Context: an optimization exercise on an open-source flow, tuned for small area. The choices shown serve that exercise and are no tape-out recipe. Function was checked by simulation only, so behaviour that the tests miss may differ from the original. Power and IR drop assume default switching activity.

==> inputs of v29 <==
// dlc_top
module dlc_top(clk, reset_n, M0_req, M0_wr, M0_address, M0_dout, M0_grant, F_interrupt, D_interrupt, M_din);
Settings: LEC_CHECK=0, CAP_MARGIN=35, CORE_MARGIN=2, CORE_UTILIZATION=45, PLACE_DENSITY=0.6, SLEW_MARGIN=35, SYNTH_HIERARCHICAL=1; clock period 20.0 ns.
standard.sh (not shown) runs the stock make flow with config.mk's settings and CLKGATE_MAP_FILE= SYNTH_SCRIPT=/design/flow/synth_recipe.tcl, a recipe that flattens the netlist after the stock synthesis.
==> flow/flow/run.sh <==
#!/bin/bash
# Standard layout (the standard.sh: unchanged synthesis script and steps) with two changes:
# - port buffers are buf_1 cells (every input and output still gets its own buffer);
# - clock tree synthesis uses clkbuf_8 buffers, sink clusters of at most 16 flops within
#   60 um, and no dummy loads.
# Each step's full log stays in orfs/logs/; make's own output goes to standard.log.
set -euo pipefail
export BUFFER_PORTS_ARGS="-buffer_cell sky130_fd_sc_hd__buf_1"
export CTS_ARGS="-sink_clustering_enable -repair_clock_nets -dont_use_dummy_load -buf_list sky130_fd_sc_hd__clkbuf_8 -sink_clustering_size 16 -sink_clustering_max_diameter 60"
bash standard.sh > standard.log 2>&1
==> v25 (differences from v29) <==
--- a/flow/design.v
+++ b/flow/design.v
@@ -1,66 +1,30 @@
 module dlc_onehot #(parameter N = 3) (input [N-1:0] a, output [(1<<N)-1:0] y);
 	genvar i;
 	generate for (i = 0; i < (1 << N); i = i + 1) begin : g
 		assign y[i] = (a == i);
 	end endgenerate
 endmodule
-module dlc_aoi3(input a0, input s0, input a1, input s1, input a2, input s2, output y);
-	assign y = ~((a0 & s0) | (a1 & s1) | (a2 & s2));
-endmodule
-module dlc_orfin #(parameter N = 3, parameter R = 0) (input [N-1:0] t, input a0, input s0, input a1, input s1, output y);
-	wire x0 = (R >= 1) ? (a0 & s0) : 1'b0;
-	wire x1 = (R >= 2) ? (a1 & s1) : 1'b0;
-	assign y = ~&t | x0 | x1;
-endmodule
 module dlc_andor #(parameter K = 8, parameter W = 32) (input [K*W-1:0] d, input [K-1:0] s, output [W-1:0] y);
-	localparam G3 = K / 3;
-	localparam R = K % 3;
-	wire [K*W+2*W-1:0] dx = {{(2*W){1'b0}}, d};
-	wire [K+1:0] sx = {2'b00, s};
-	genvar b, g;
-	generate for (b = 0; b < W; b = b + 1) begin : bit_
-		wire [G3-1:0] t;
-		for (g = 0; g < G3; g = g + 1) begin : grp
-			dlc_aoi3 u(.a0(d[W*(3*g) + b]), .s0(s[3*g]), .a1(d[W*(3*g+1) + b]), .s1(s[3*g+1]),
-				.a2(d[W*(3*g+2) + b]), .s2(s[3*g+2]), .y(t[g]));
-		end
-		dlc_orfin #(.N(G3), .R(R)) u_or(.t(t), .a0(dx[W*(3*G3) + b]), .s0(sx[3*G3]),
-			.a1(dx[W*(3*G3+1) + b]), .s1(sx[3*G3+1]), .y(y[b]));
-	end endgenerate
+	reg [W-1:0] r;
+	integer j;
+	always @(*) begin
+		r = {W{1'b0}};
+		for (j = 0; j < K; j = j + 1)
+			r = r | (d[W*j +: W] & {W{s[j]}});
+	end
+	assign y = r;
 endmodule
-module dlc_add #(parameter W = 32) (input [W-1:0] a, input [W-1:0] b, input ci, output [W-1:0] s, output co);
+module dlc_add #(parameter W = 64) (input [W-1:0] a, input [W-1:0] b, input ci, output [W-1:0] s);
 	wire [W:0] c;
 	assign c[0] = ci;
 	genvar i;
 	generate for (i = 0; i < W; i = i + 1) begin : g
 		assign c[i+1] = (a[i] & b[i]) | (c[i] & (a[i] ^ b[i]));
 	end endgenerate
 	assign s = a ^ b ^ c[W-1:0];
-	assign co = c[W];
-endmodule
-module dlc_prefix #(parameter W = 32) (input [W-1:0] a, output [W-1:0] p);
-	wire [W:0] c;
-	assign c[0] = 1'b1;
-	genvar i;
-	generate for (i = 0; i < W; i = i + 1) begin : g
-		assign c[i+1] = c[i] & a[i];
-	end endgenerate
-	assign p = c[W-1:0];
-endmodule
-module dlc_cinc #(parameter W = 32) (input [W-1:0] a, input [W-1:0] p, input ci, output [W-1:0] s);
-	assign s = a ^ (p & {W{ci}});
-endmodule
-module dlc_add64 (input [63:0] a, input [63:0] b, input ci, output [63:0] s);
-	wire c32;
-	wire [31:0] h0;
-	dlc_add #(.W(32)) u_lo(.a(a[31:0]), .b(b[31:0]), .ci(ci), .s(s[31:0]), .co(c32));
-	dlc_add #(.W(32)) u_hi(.a(a[63:32]), .b(b[63:32]), .ci(1'b0), .s(h0), .co());
-	wire [31:0] hp;
-	dlc_prefix #(.W(32)) u_pre(.a(h0), .p(hp));
-	dlc_cinc #(.W(32)) u_inc(.a(h0), .p(hp), .ci(c32), .s(s[63:32]));
 endmodule
 module dlc_step #(parameter W = 32) (input [W-1:0] a, input dec, output [W-1:0] s);
 	wire [W:0] c;
 	assign c[0] = 1'b1;
 	genvar i;
 	generate for (i = 0; i < W; i = i + 1) begin : g
@@ -358,13 +322,13 @@
 	wire [2:0] dig = mx[2:0];
 	wire d_zero = (dig == 3'b000) | (dig == 3'b111);
 	wire d_two = (dig == 3'b011) | (dig == 3'b100);
 	wire d_neg = dig[2] & ~d_zero;
 	wire [63:0] bsel = d_zero ? 64'd0 : d_two ? {fac[62:0], 1'b0} : fac;
 	wire [63:0] usum;
-	dlc_add64 u_uadd(.a({uv[67], uv[67], uv[67:6]}), .b(bsel ^ {64{d_neg}}), .ci(d_neg), .s(usum));
+	dlc_add #(.W(64)) u_uadd(.a({uv[67], uv[67], uv[67:6]}), .b(bsel ^ {64{d_neg}}), .ci(d_neg), .s(usum));
 	wire [63:0] mtp_result = uv[63:0];
 	always @(posedge clk or negedge reset_n)
 		if (!reset_n) mstate_x <= 2'd0;
 		else case (mstate_x)
 			2'd0: mstate_x <= (fstate == F_EXEC) ? 2'd1 : 2'd0;
 			2'd1: mstate_x <= (mcount == 2'd3) ? 2'd2 : 2'd1;
@@ -423,25 +387,13 @@
 		assign mem_flat[32*mi +: 32] = mem[mi];
 	end endgenerate
 	dlc_onehot #(.N(6)) u_mdec(.a(maddr), .y(msel));
 	dlc_andor #(.K(64), .W(32)) u_mrd(.d(mem_flat), .s(msel), .y(memrd));
 	wire ram_wr = (sel2 | sel3) & S_wr;
 	wire ram_keep = (sel2 & p2) | (sel3 & p3);
-	wire d_rsel = sel0 & ~S_wr;
-	wire [9:0] rq_sel = {
-		ram_wr & ram_keep,                            
-		d_rsel & (off == 4'h2) & v_ien,
-		d_rsel & (off == 4'h3) & v_src,
-		d_rsel & (off == 4'h4) & v_dst,
-		d_rsel & (off == 4'h6),
-		d_rsel & (off == 4'h7) & v_size,
-		d_rsel & (off == 4'h8) & v_mode,
-		d_rsel & (off == 4'h9),
-		sel1,
-		(sel2 | sel3) & ~S_wr};
-	wire [319:0] rq_src = {rq, d_ien_r, d_src_r, d_dst_r, d_dsz, d_size_r, d_mode_r,
-		{31'd0, d_done_q}, S_din, memrd};
-	wire [31:0] rq_next;
-	dlc_andor #(.K(10), .W(32)) u_rqmux(.d(rq_src), .s(rq_sel), .y(rq_next));
-	always @(posedge clk) rq <= rq_next;
+	always @(posedge clk)
+		if (ram_wr) rq <= ram_keep ? rq : 32'd0;
+		else if (sel0) rq <= d_rd;
+		else if (sel1) rq <= S_din;
+		else rq <= memrd;
 	assign M_din = sel1_q ? f_rd : (selr_q ? rq : 32'd0);
 endmodule
==> v37 (differences from v29) <==
--- a/flow/design.v
+++ b/flow/design.v
@@ -400,24 +400,12 @@
 			end
 			default: begin fac <= 64'd0; fmul <= 6'd0; f_fod <= 1'b0; end
 		endcase
 	end
 	wire f_mw = (fstate == F_MW1) | (fstate == F_MW2);
 	wire [4:0] r_total = {r2_count, 1'b0} + {4'd0, r1_ahead} - {4'd0, r1_behind};
-	reg [31:0] f_rd;
-	always @(*) begin
-		if (f_rsel && off == 4'h3 && !f_mw) f_rd = n_dout;
-		else if (fstate == F_MW1) f_rd = r1_rdata;
-		else if (fstate == F_MW2) f_rd = r2_popped ? r2_rdata : 32'd0;
-		else if (f_rsel && off == 4'h5) f_rd = {28'd0, n_count};
-		else if (f_rsel && off == 4'h6) f_rd = {28'd0, n_empty, n_full, n_rerr, n_werr};
-		else if (f_rsel && off == 4'h7) f_rd = {27'd0, r_total};
-		else if (f_rsel && off == 4'h8) f_rd = {28'd0, r2_empty, r2_full, r2_rerr, r2_werr};
-		else if (f_rsel && off == 4'h9) f_rd = {31'd0, f_done};
-		else f_rd = 32'd0;
-	end
 	wire [31:0] memrd;
 	wire [63:0] msel;
 	wire [2047:0] mem_flat;
 	genvar mi;
 	generate for (mi = 0; mi < 64; mi = mi + 1) begin : gm
 		assign mem_flat[32*mi +: 32] = mem[mi];
@@ -440,8 +428,24 @@
 		(sel2 | sel3) & ~S_wr};
 	wire [319:0] rq_src = {rq, d_ien_r, d_src_r, d_dst_r, d_dsz, d_size_r, d_mode_r,
 		{31'd0, d_done_q}, S_din, memrd};
 	wire [31:0] rq_next;
 	dlc_andor #(.K(10), .W(32)) u_rqmux(.d(rq_src), .s(rq_sel), .y(rq_next));
 	always @(posedge clk) rq <= rq_next;
-	assign M_din = sel1_q ? f_rd : (selr_q ? rq : 32'd0);
+	wire [7:0] f_sel = {
+		f_rsel & (off == 4'h3) & ~f_mw & n_popped,
+		fstate == F_MW1,
+		(fstate == F_MW2) & r2_popped,
+		f_rsel & (off == 4'h5) & ~f_mw,
+		f_rsel & (off == 4'h6) & ~f_mw,
+		f_rsel & (off == 4'h7) & ~f_mw,
+		f_rsel & (off == 4'h8) & ~f_mw,
+		f_rsel & (off == 4'h9) & ~f_mw};
+	wire [3:0] m_hsel = {sel1_q & f_sel[7], sel1_q & f_sel[6], sel1_q & f_sel[5], selr_q};
+	dlc_andor #(.K(4), .W(27)) u_dhi(.d({n_rdata[31:5], r1_rdata[31:5], r2_rdata[31:5], rq[31:5]}),
+		.s(m_hsel), .y(M_din[31:5]));
+	wire [8:0] m_lsel = {sel1_q & f_sel[7], sel1_q & f_sel[6], sel1_q & f_sel[5], sel1_q & f_sel[4],
+		sel1_q & f_sel[3], sel1_q & f_sel[2], sel1_q & f_sel[1], sel1_q & f_sel[0], selr_q};
+	dlc_andor #(.K(9), .W(5)) u_dlo(.d({n_rdata[4:0], r1_rdata[4:0], r2_rdata[4:0], {1'b0, n_count},
+		{1'b0, n_empty, n_full, n_rerr, n_werr}, r_total, {1'b0, r2_empty, r2_full, r2_rerr, r2_werr},
+		{4'd0, f_done}, rq[4:0]}), .s(m_lsel), .y(M_din[4:0]));
 endmodule
==> flow/flow/run.sh (replaced) <==
#!/bin/bash
# Standard layout (the standard.sh: unchanged synthesis script and steps) with two changes:
# - port buffers are buf_1 cells (every input and output still gets its own buffer);
# - clock tree synthesis uses clkbuf_8 buffers, sink clusters of at most 18 flops within
#   60 um, and no dummy loads.
# Each step's full log stays in orfs/logs/; make's own output goes to standard.log.
set -euo pipefail
export BUFFER_PORTS_ARGS="-buffer_cell sky130_fd_sc_hd__buf_1"
export CTS_ARGS="-sink_clustering_enable -repair_clock_nets -dont_use_dummy_load -buf_list sky130_fd_sc_hd__clkbuf_8 -sink_clustering_size 18 -sink_clustering_max_diameter 60"
bash standard.sh > standard.log 2>&1
CAP_MARGIN = 20   (was 35)
SLEW_MARGIN = 20   (was 35)
==> comparison table <==
|  | v37 | v25 | v29 |
|---|---|---|---|
| Sum Neg Setup Slack | 0 ns | -20.06 ns | 0 ns |
| Total CTS buffers | 269 | 295 | 292 |
| Router iterations before antenna repair | 14 | 6 | 13 |
| Number of tap instances | 4080 | 4160 | 4100 |
| Detailed placement HPWL | 241000 µm | 249000 µm | 245000 µm |
| CTS resizes | 0 | 5 | 0 |
| Crit share post-route | 81.3% | 116% | 76.1% |
| Fraction of power consumed by sequential logic | 57.9% | 55.7% | 56.2% |
| Seq/total area | 72.9% | 71.1% | 72.0% |
| Number of vias after detailed routing | 81.4k | 83.1k | 82.4k |
| Initial standard-cell utilization of the core | 45.3% | 45.2% | 45.2% |
| Share of post-route cells with drive strength above 1 | 10.9% | 12.1% | 11.3% |
| Slew @ Worst Pin | 1.22 ns | 0.955 ns | 1.04 ns |
| Run status | finished clean | finished with violations | finished clean |
| Reasons for failing layout checks | - | negative setup slack | - |
| Non-filler cells, final | 12.2k | 12.8k | 12.4k |
| Relative area change from synthesis to final layout | 8.87% | 8.17% | 9.49% |
| Met1 Routed Length | 161000 µm | 166000 µm | 164000 µm |
| Clock Network Area Fraction | 2.47% | 2.64% | 2.65% |
| Minimum clock period after layout | 16.26 ns | 23.27 ns | 15.23 ns |
| Total of endpoints with negative setup slack in the final report | 0 | 11 | 0 |
| Worst Hold Endpoint | rq[20] | f_done | rq[15] |
| Non-clock inverter total of the final layout | 141 | 134 | 148 |
| Worst-path cell with the longest stage delay | sky130_fd_sc_hd__edfxtp_1 | sky130_fd_sc_hd__edfxtp_1 | sky130_fd_sc_hd__buf_4 |
| Critical path data arrival time | 17.15 ns | 24.13 ns | 16.18 ns |
| Ant diodes | 32 | 18 | 15 |
| Largest voltage drop on the vdd net | 0.105 mV | 0.0881 mV | 0.112 mV |

static timing again, ports no longer ideal:
Ports are ideal in the flow. The routed layouts listed here were re-timed in OpenROAD. Step 1, drivers: a clkbuf_16 drives clk and a buf_2 each remaining input, both assumed. Step 2 also shifts input and output timing later by t, the mid clock arrival at the registers, as if the neighbouring blocks saw the same clock. Slacks: no drivers / after step 1 / after step 2; pairs: no drivers / after step 1.
run	shift t [ns]	slack for setup (ns)	clock arrival spread, ns	worst register clock-pin slew, ns
v29	1.122	4.771 / 4.771 / 4.771	0.116 / 0.116	0.11 / 0.11
v25	1.119	-3.268 / -3.268 / -3.268	0.135 / 0.135	0.11 / 0.11
v37	1.113	3.744 / 3.744 / 3.744	0.181 / 0.181	0.12 / 0.12
